Background: an optimization exercise with open tools, aiming at small area. Do not read the settings as production practice. The RTL was checked by simulation tests, not by an equivalence proof against the original design. The flow treats the clock pin as an ideal source. Dropping or thinning the clock tree relies on that and would not hold on a real chip. Power figures rest on the tool's default switching activity, not on a simulated workload.

Design topmodule, start of the top module:
module topmodule(
    input CLK100MHZ,
    input CPU_RESETN,
    input [1:0]SW,
    input BTNL, BTNR,
    output CA, CB, CC, CD, CE, CF, CG, DP,
    output [7:0]AN,
    output [7:0]LED
);
Size in the first run: roughly 410 cells after synthesis, about 30 I/O pins, roughly 3300 µm² of cells after synthesis.
==> module ac_led, before the edit <==
module ac_led(
    input clk, input rst, input alarm, input led_en, input pm, output [7:0] led
);
    logic lstate;
    logic [5:0] lcnt;
    always_ff @(posedge clk) begin
        if (rst) lstate <= 1'b0;
        else     lstate <= alarm | (lstate & ~(&lcnt));
        if (rst | (led_en & ~lstate)) lcnt <= 6'd0;
        else if (led_en)              lcnt <= lcnt + 6'd1;
    end
    wire [7:0] shift = 8'd1 << lcnt[2:0];
    assign led[7:1] = lstate ? shift[7:1] : 7'd0;
    assign led[0]   = lstate ? shift[0] : pm;
endmodule
clock: 10.0 ns
lec_check: 0
cap_margin: 20
core_margin: 2
core_utilization: 60
place_density: 0.85
slew_margin: 20
standard.sh (not shown) runs the stock make flow with config.mk's settings and CLKGATE_MAP_FILE= SYNTH_SCRIPT=/design/flow/synth_recipe.tcl, a recipe that flattens the netlist after the stock synthesis.
==> flow/flow/run.sh <==
#!/bin/bash
# Own layout flow: the standard flow, with these changes.
#  1. After the standard synthesis (bash standard.sh synth, unchanged), the
#     combinational logic between the flip-flops is re-mapped by ABC with an
#     area-oriented script (deepsyn + area mapping), twelve seeds, keeping the
#     smallest result. Flip-flop instances, their names and cell types stay
#     exactly as the standard synthesis made them (flow/reabc.ys).
#  2. Port buffers are the smallest buffer (buf_1) instead of clkdlybuf4s50_1.
#  3. Clock buffering by hand instead of TritonCTS (flow/mycts_hook.tcl, run
#     as the CTS step's PRE_CTS_TCL hook): the clock port drives a few clock
#     buffers directly, each driving one k-means cluster of flip-flops.
# Each tool's output goes to a log file of its own in the work folder.
set -euo pipefail
W=$(pwd)
R=$W/orfs/results/${FLOW_PLATFORM}/topmodule/base
LIB=$FLOW_HOME/platforms/sky130hd/lib/sky130_fd_sc_hd__tt_025C_1v80.lib

bash standard.sh synth > $W/log_1_synth.txt 2>&1

cp $R/1_2_yosys.v $W/synth_standard.v
DU=$(sed -n '/^export DONT_USE_CELLS/,/^$/p' $FLOW_HOME/platforms/sky130hd/config.mk \
     | grep -oE 'sky130_fd_sc_hd__[a-z0-9_]+' | sort -u | sed 's/^/-dont_use /' | tr '\n' ' ')
run_seed() {
  local s=$1
  sed -e "s#SEED#$s#" $W/flow/abc_area.script > $W/abc_area_$s.script
  sed -e "s#@LIB@#$LIB#g" -e "s#@DU@#$DU#g" -e "s#@IN@#$W/synth_standard.v#g" \
      -e "s#@OUT@#$W/synth_reabc_$s.v#g" -e "s#@SCRIPT@#$W/abc_area_$s.script#g" \
      $W/flow/reabc.ys > $W/reabc_$s.ys
  yosys -s $W/reabc_$s.ys > $W/log_reabc_$s.txt 2>&1 || true
}
for s in 1 2 3 4; do run_seed $s & done; wait
for s in 5 6 7 8; do run_seed $s & done; wait
for s in 9 10 11 12; do run_seed $s & done; wait
best=""; besta=""
for s in 1 2 3 4 5 6 7 8 9 10 11 12; do
  f=$W/synth_reabc_$s.v.stat_after.txt
  [[ -s $W/synth_reabc_$s.v && -s $f ]] || { echo "seed $s: failed" >> $W/log_reabc_pick.txt; continue; }
  a=$(grep 'Chip area for module' $f | awk '{print $NF}')
  echo "seed $s: $a" >> $W/log_reabc_pick.txt
  if [[ -z "$best" ]] || awk -v a="$a" -v b="$besta" 'BEGIN{exit !(a < b)}'; then best=$s; besta=$a; fi
done
if [[ -n "$best" ]]; then
  echo "picked seed $best ($besta)" >> $W/log_reabc_pick.txt
  cp $W/synth_reabc_$best.v $R/1_2_yosys.v
  rm -f $R/1_synth.odb $R/1_synth.sdc
else
  echo "no re-mapped netlist; keeping the standard one" >> $W/log_reabc_pick.txt
fi

bash standard.sh \
    BUFFER_PORTS_ARGS="-buffer_cell sky130_fd_sc_hd__buf_1" \
    PRE_CTS_TCL="$W/flow/mycts_hook.tcl" \
    finish > $W/log_2_layout.txt 2>&1
Other scripts of this flow, unchanged in this note and not shown: flow/flow/abc_area.script, flow/flow/mycts.tcl, flow/flow/mycts_hook.tcl, flow/flow/reabc.ys
The first run completed without violations.
Then changed:
--- a/flow/design.v
+++ b/flow/design.v
@@ -153,6 +153,6 @@
         if (rst) lstate <= 1'b0;
         else     lstate <= alarm | (lstate & ~(&lcnt));
-        if (rst | (led_en & ~lstate)) lcnt <= 6'd0;
-        else if (led_en)              lcnt <= lcnt + 6'd1;
+        if (!lstate)     lcnt <= 6'd0;
+        else if (led_en) lcnt <= lcnt + 6'd1;
     end
     wire [7:0] shift = 8'd1 << lcnt[2:0];
Total power is lower by a few percent.
Cell count is lower slightly.
Hold slack gets better by 9.4 ps.
Core utilization is lower by 0.49 points.
Die area is lower slightly.
Via count is lower slightly.
Final area is lower slightly.
No run of this note takes its clock network from TritonCTS; it comes from the design's own scripts or RTL.

==> afterwards: timing with drivers on the ports <==
How much do the figures lean on ideal ports? The routed layouts below were timed once more, with nothing changed but the port constraints. Step 1 assumes that a clkbuf_16 drives the clock port and a buf_2 every other input. Step 2 moves the port delays by t, midway between the first and last clock arrival at a register: inputs arrive t later, outputs are due t later. That takes back most of the time a late clock gives input paths. a / b / c = no drivers / after step 1 / after step 2; a / b = the first two.
run | t, ns | slack for setup (ns) | hold WS [ns] | latest minus earliest clock arrival (ns) | cell pins on the clock port's net
the first run | 0.226 | 3.437 / 3.415 / 3.415 | 0.352 / 0.352 / 0.352 | 0.024 / 0.024 | 4
the second run | 0.225 | 3.107 / 3.080 / 3.080 | 0.361 / 0.361 / 0.361 | 0.026 / 0.026 | 4
After both steps every run listed still meets setup and hold. The setup slack of the second run, which loses most, moves by -0.027 ns with the drivers and by -0.027 ns with both steps.
